Context: an optimization exercise on an open-source flow, tuned for small area and a short achievable clock period. The choices shown serve that exercise and are no tape-out recipe.
Where RTL was checked, it was by simulation tests only, not by an equivalence proof against the original.
Power figures rest on the tool's default switching activity, not on a simulated workload.

Setup of job 5964:
==> flow/design.v <==
module ALUPre #(parameter int NS1 = 1) (
  input  logic [31:0] A, B,
  input  logic [6:0] funct7,
  input  logic [2:0] funct3,
  output logic [31:0] X, Y,
  output logic cin,
  output logic [4-NS1:0] shamt,
  output logic fill
);
  logic [31:0] F, X0;
  logic [31:0] s [0:NS1];
  logic sub, arith, shift, sll, k11, k10, k01, k00;
  assign sll   = (funct3 == 3'b001);
  assign shift = ~funct3[1] & funct3[0];    
  assign arith = (funct3 == 3'b000);        
  assign sub   = funct7[5];
  assign fill  = sub & A[31];
  assign k11 = sub | funct3[1] | funct3[0];
  assign k10 = funct3[0] ? ~funct3[1] : ~sub;
  assign k01 = ~sub & ~funct3[0];
  assign k00 = sub & ~funct3[0];
  always_comb
    for (int i = 0; i < 32; i++)
      F[i] = B[i] ? (A[i] ? k11 : k01) : (A[i] ? k10 : k00);
  always_comb
    for (int i = 0; i < 32; i++) X0[i] = sll ? A[31-i] : F[i];
  assign s[0] = X0;
  genvar l;
  generate
    for (l = 0; l < NS1; l++) begin : sh
      localparam int D = 16 >> l;
      assign s[l+1] = (B[4-l] & shift) ? {{D{fill}}, s[l][31:D]} : s[l];
    end
  endgenerate
  assign X = s[NS1];
  assign Y = A & {32{arith}};
  assign cin = arith & sub;
  assign shamt = B[4-NS1:0];
endmodule
module ALU #(parameter int NS1 = 1) (
  input  logic [31:0] X, Y,
  input  logic cin,
  input  logic [4-NS1:0] shamt,
  input  logic fill, sel_sum, sel_r, sel_l,
  output logic [31:0] Result,
  output logic Zero, Carry, Overflow
);
  logic [32:0] c;
  logic [31:0] zt, sum;
  logic [31:0] g0, p0;
  logic [31:0] t [0:5-NS1];
  logic [31:0] S;
  logic zadd;
  assign g0 = {Y[31:1] & ~X[31:1], (Y[0] & ~X[0]) | (X[0] & cin)};
  assign p0 = X | Y;
  genvar l, i;
  generate
    for (l = 0; l <= 5; l++) begin : lv
      logic [31:0] g, p;
      if (l == 0) begin : base
        assign g = g0;
        assign p = p0;
      end else begin : node
        for (i = 0; i < 32; i++) begin : b
          if (((i >> (l-1)) & 1) == 1) begin : m
            localparam int J = ((i >> (l-1)) << (l-1)) - 1;
            assign g[i] = lv[l-1].g[i] | (lv[l-1].p[i] & lv[l-1].g[J]);
            assign p[i] = lv[l-1].p[i] & lv[l-1].p[J];
          end else begin : t
            assign g[i] = lv[l-1].g[i];
            assign p[i] = lv[l-1].p[i];
          end
        end
      end
    end
  endgenerate
  assign c = {lv[5].g, cin};
  assign sum = X ^ c[31:0];
  assign zt = X ^ {X[30:0] | Y[30:0], cin};
  assign zadd = ~|zt;
  assign t[0] = X;
  generate
    for (l = 0; l < 5 - NS1; l++) begin : sh
      localparam int D = 1 << (4 - NS1 - l);
      assign t[l+1] = shamt[4-NS1-l] ? {{D{fill}}, t[l][31:D]} : t[l];
    end
  endgenerate
  assign S = t[5-NS1];
  always_comb
    for (int k = 0; k < 32; k++)
      Result[k] = (sel_r & S[k]) | (sel_l & S[31-k]) | (sel_sum & sum[k]);
  assign Zero = ((sel_r | sel_l) & ~|S) | (sel_sum & zadd) | ~(sel_r | sel_l | sel_sum);
  assign Carry = sel_sum & (c[32] ^ cin);
  assign Overflow = sel_sum & (c[32] ^ c[31]);
endmodule
module ALUControl(
  input  logic [6:0] funct7,
  input  logic [2:0] funct3,
  input  logic [6:0] opcode,
  output logic sel_sum,   
  output logic sel_r,     
  output logic sel_l      
);
  logic rtype, f7z, f7s;
  assign rtype = (opcode == 7'b0110011);
  assign f7z   = rtype & (funct7 == 7'b0000000);
  assign f7s   = rtype & (funct7 == 7'b0100000);
  assign sel_sum = ((f7z | f7s) & (funct3 == 3'b000))
                 | (f7z & funct3[2] & ~funct3[0])        
                 | (f7z & (funct3 == 3'b111));           
  assign sel_r = (f7z | f7s) & (funct3 == 3'b101);
  assign sel_l = f7z & (funct3 == 3'b001);
endmodule
module InstructionDecoder(
  input  logic [31:0] instruction,
  output logic [6:0]  opcode,
  output logic [2:0]  funct3,
  output logic [6:0]  funct7
);
  assign opcode = instruction[6:0];
  assign funct3 = instruction[14:12];
  assign funct7 = instruction[31:25];
endmodule
module ALU_Pipeline(
  input  logic clk, rst,
  input  logic [31:0] A_in, B_in,
  input  logic [31:0] instr_in,
  output logic [31:0] Result_out,
  output logic Zero_out, Carry_out, Overflow_out, Negative_out
);
  localparam int NS1 = 1;
  logic [6:0] opcode, funct7;
  logic [2:0] funct3;
  logic [31:0] X_d, Y_d;
  logic cin_d, fill_d, sel_sum_d, sel_r_d, sel_l_d;
  logic [4-NS1:0] shamt_d;
  logic [31:0] X_reg, Y_reg;
  logic cin_reg, fill_reg, sel_sum_reg, sel_r_reg, sel_l_reg;
  logic [4-NS1:0] shamt_reg;
  logic [31:0] Result_comb;
  logic Zero_comb, Carry_comb, Overflow_comb;
  InstructionDecoder decoder (
    .instruction(instr_in),
    .opcode(opcode),
    .funct3(funct3),
    .funct7(funct7)
  );
  ALUControl control (
    .opcode(opcode), .funct3(funct3), .funct7(funct7),
    .sel_sum(sel_sum_d), .sel_r(sel_r_d), .sel_l(sel_l_d)
  );
  ALUPre #(.NS1(NS1)) pre (
    .A(A_in), .B(B_in), .funct7(funct7), .funct3(funct3),
    .X(X_d), .Y(Y_d), .cin(cin_d), .shamt(shamt_d), .fill(fill_d)
  );
  always_ff @(posedge clk or posedge rst) begin
    if (rst) begin
      sel_sum_reg <= 0;
      sel_r_reg <= 0;
      sel_l_reg <= 0;
    end else begin
      sel_sum_reg <= sel_sum_d;
      sel_r_reg <= sel_r_d;
      sel_l_reg <= sel_l_d;
    end
  end
  always_ff @(posedge clk) begin
    X_reg <= X_d;
    Y_reg <= Y_d;
    cin_reg <= cin_d;
    shamt_reg <= shamt_d;
    fill_reg <= fill_d;
  end
  ALU #(.NS1(NS1)) alu_inst (
    .X(X_reg), .Y(Y_reg), .cin(cin_reg), .shamt(shamt_reg), .fill(fill_reg),
    .sel_sum(sel_sum_reg), .sel_r(sel_r_reg), .sel_l(sel_l_reg),
    .Result(Result_comb),
    .Zero(Zero_comb),
    .Carry(Carry_comb),
    .Overflow(Overflow_comb)
  );
  always_ff @(posedge clk or posedge rst) begin
    if (rst) begin
      Result_out <= 0;
      Zero_out <= 0;
      Carry_out <= 0;
      Overflow_out <= 0;
    end else begin
      Result_out <= Result_comb;
      Zero_out <= Zero_comb;
      Carry_out <= Carry_comb;
      Overflow_out <= Overflow_comb;
    end
  end
  assign Negative_out = Result_out[31];
endmodule
clock: 7.0 ns
lec_check: 0
abc_area: 1
cap_margin: 20
core_margin: 2
core_utilization: 40
setup_slack_margin: 4.5
slew_margin: 20
standard.sh (not shown) runs the stock make flow with config.mk's settings and CLKGATE_MAP_FILE= SYNTH_SCRIPT=/design/flow/synth_recipe.tcl, a recipe that flattens the netlist after the stock synthesis.
==> flow/flow/run.sh <==
#!/bin/bash
# The standard layout, with the ports buffered by the smallest buffer (the resizer sizes
# them up where timing needs it) instead of buffer_ports' default delay buffer.
set -euo pipefail
bash standard.sh synth > synth.log 2>&1
export BUFFER_PORTS_ARGS="-buffer_cell sky130_fd_sc_hd__buf_1"
bash standard.sh finish > layout.log 2>&1
Modified inputs, job 8088 compared to job 5964
==> flow/design.v, changed modules only <==
module ALU #(parameter int NS1 = 1) (
  input  logic [31:0] X, Y,
  input  logic cin,
  input  logic [4-NS1:0] shamt,
  input  logic fill, sel_sum, sel_r, sel_l,
  output logic [31:0] Result,
  output logic Zero, Carry, Overflow
);
  logic [32:0] c;
  logic [31:0] sum;
  logic [31:0] g0, p0;
  logic [31:0] t [0:5-NS1];
  logic [31:0] S;
  assign g0 = {Y[31:1] & ~X[31:1], (Y[0] & ~X[0]) | (X[0] & cin)};
  assign p0 = X | Y;
  logic [31:0] G [0:9];
  logic [31:0] P [0:9];
  always_comb begin
    G[0] = g0;
    P[0] = p0;
    for (int k = 0; k < 5; k++) begin
      G[k+1] = G[k];
      P[k+1] = P[k];
      for (int i = 0; i < 32; i++)
        if ((i % (2 << k)) == (2 << k) - 1) begin
          G[k+1][i] = G[k][i] | (P[k][i] & G[k][i - (1 << k)]);
          P[k+1][i] = P[k][i] & P[k][i - (1 << k)];
        end
    end
    for (int k = 3; k >= 0; k--) begin
      G[9-k] = G[8-k];
      P[9-k] = P[8-k];
      for (int i = 0; i < 32; i++)
        if ((i % (2 << k)) == (1 << k) - 1 && i >= (2 << k)) begin
          G[9-k][i] = G[8-k][i] | (P[8-k][i] & G[8-k][i - (1 << k)]);
          P[9-k][i] = P[8-k][i] & P[8-k][i - (1 << k)];
        end
    end
  end
  assign c = {G[9], cin};
  assign sum = X ^ c[31:0];
  genvar l;
  assign t[0] = X;
  generate
    for (l = 0; l < 5 - NS1; l++) begin : sh
      localparam int D = 1 << (4 - NS1 - l);
      assign t[l+1] = shamt[4-NS1-l] ? {{D{fill}}, t[l][31:D]} : t[l];
    end
  endgenerate
  assign S = t[5-NS1];
  always_comb
    for (int k = 0; k < 32; k++)
      Result[k] = (sel_r & S[k]) | (sel_l & S[31-k]) | (sel_sum & sum[k]);
  assign Zero = ~|Result;
  assign Carry = sel_sum & (c[32] ^ cin);
  assign Overflow = sel_sum & (c[32] ^ c[31]);
endmodule
Results
Job 8088 vs. job 5964: utilization after layout has increased, initial core utilization up 0.15 points. | combinational power | job 8088 vs job 5964 | 8.3% lower |. Final setup slack of the worst path (higher): job 8088. Delay of the slowest cell on the worst path was higher in the run labelled job 8088. For job 5964, the endpoint of the most critical setup path was X_reg[25], unlike job 8088, where it was Zero_out. A startpoint of the worst setup timing path of instr_in[12] is what job 5964 shows, while shamt_reg[3] belongs to job 8088. Going from job 5964 to job 8088, post-synthesis cell area has decreased, sequential standard cell area has increased. Relative to job 5964, fmax has increased by 2.1 MHz in job 8088. As far as internal power of the cells is concerned, job 8088 and job 5964 perform about the same. Clock period minus final worst setup slack was lower in the run labelled job 8088.
For job 8088, only the layout was checked, not whether the RTL still works.

-- static timing again, ports no longer ideal --
The flow's constraints put no driver on any port. The routed layouts listed below were extracted and timed again, unchanged, in two steps.
Step 1 sets driving cells, clkbuf_16 on the clock port and buf_2 on the other inputs (assumed; they add their load-dependent delay and slew).
Step 2 adds t to the input delays and takes it off the output delays; t is the mean of the earliest and latest rising clock arrival at the registers after step 1. Input paths then give back, and output paths get back, about the clock's delay inside the block.
Slacks: ideal ports / drivers / drivers and shift; pairs: ideal ports / drivers.
| run | shift t [ns] | slack for setup (ns) | hold slack, ns | worst setup path at the end |
|---|---|---|---|---|
| job 5964 | 0.409 | 4.479 / 4.487 / 4.078 | 0.621 / 0.621 / 0.621 | input to register |
| job 8088 | 0.403 | 4.492 / 4.492 / 4.143 | 0.496 / 0.496 / 0.496 | input to register |
After both steps every run listed still meets setup and hold. For job 5964, which loses most, drivers alone change the setup slack by +0.008 ns; drivers and shift together by -0.401 ns.
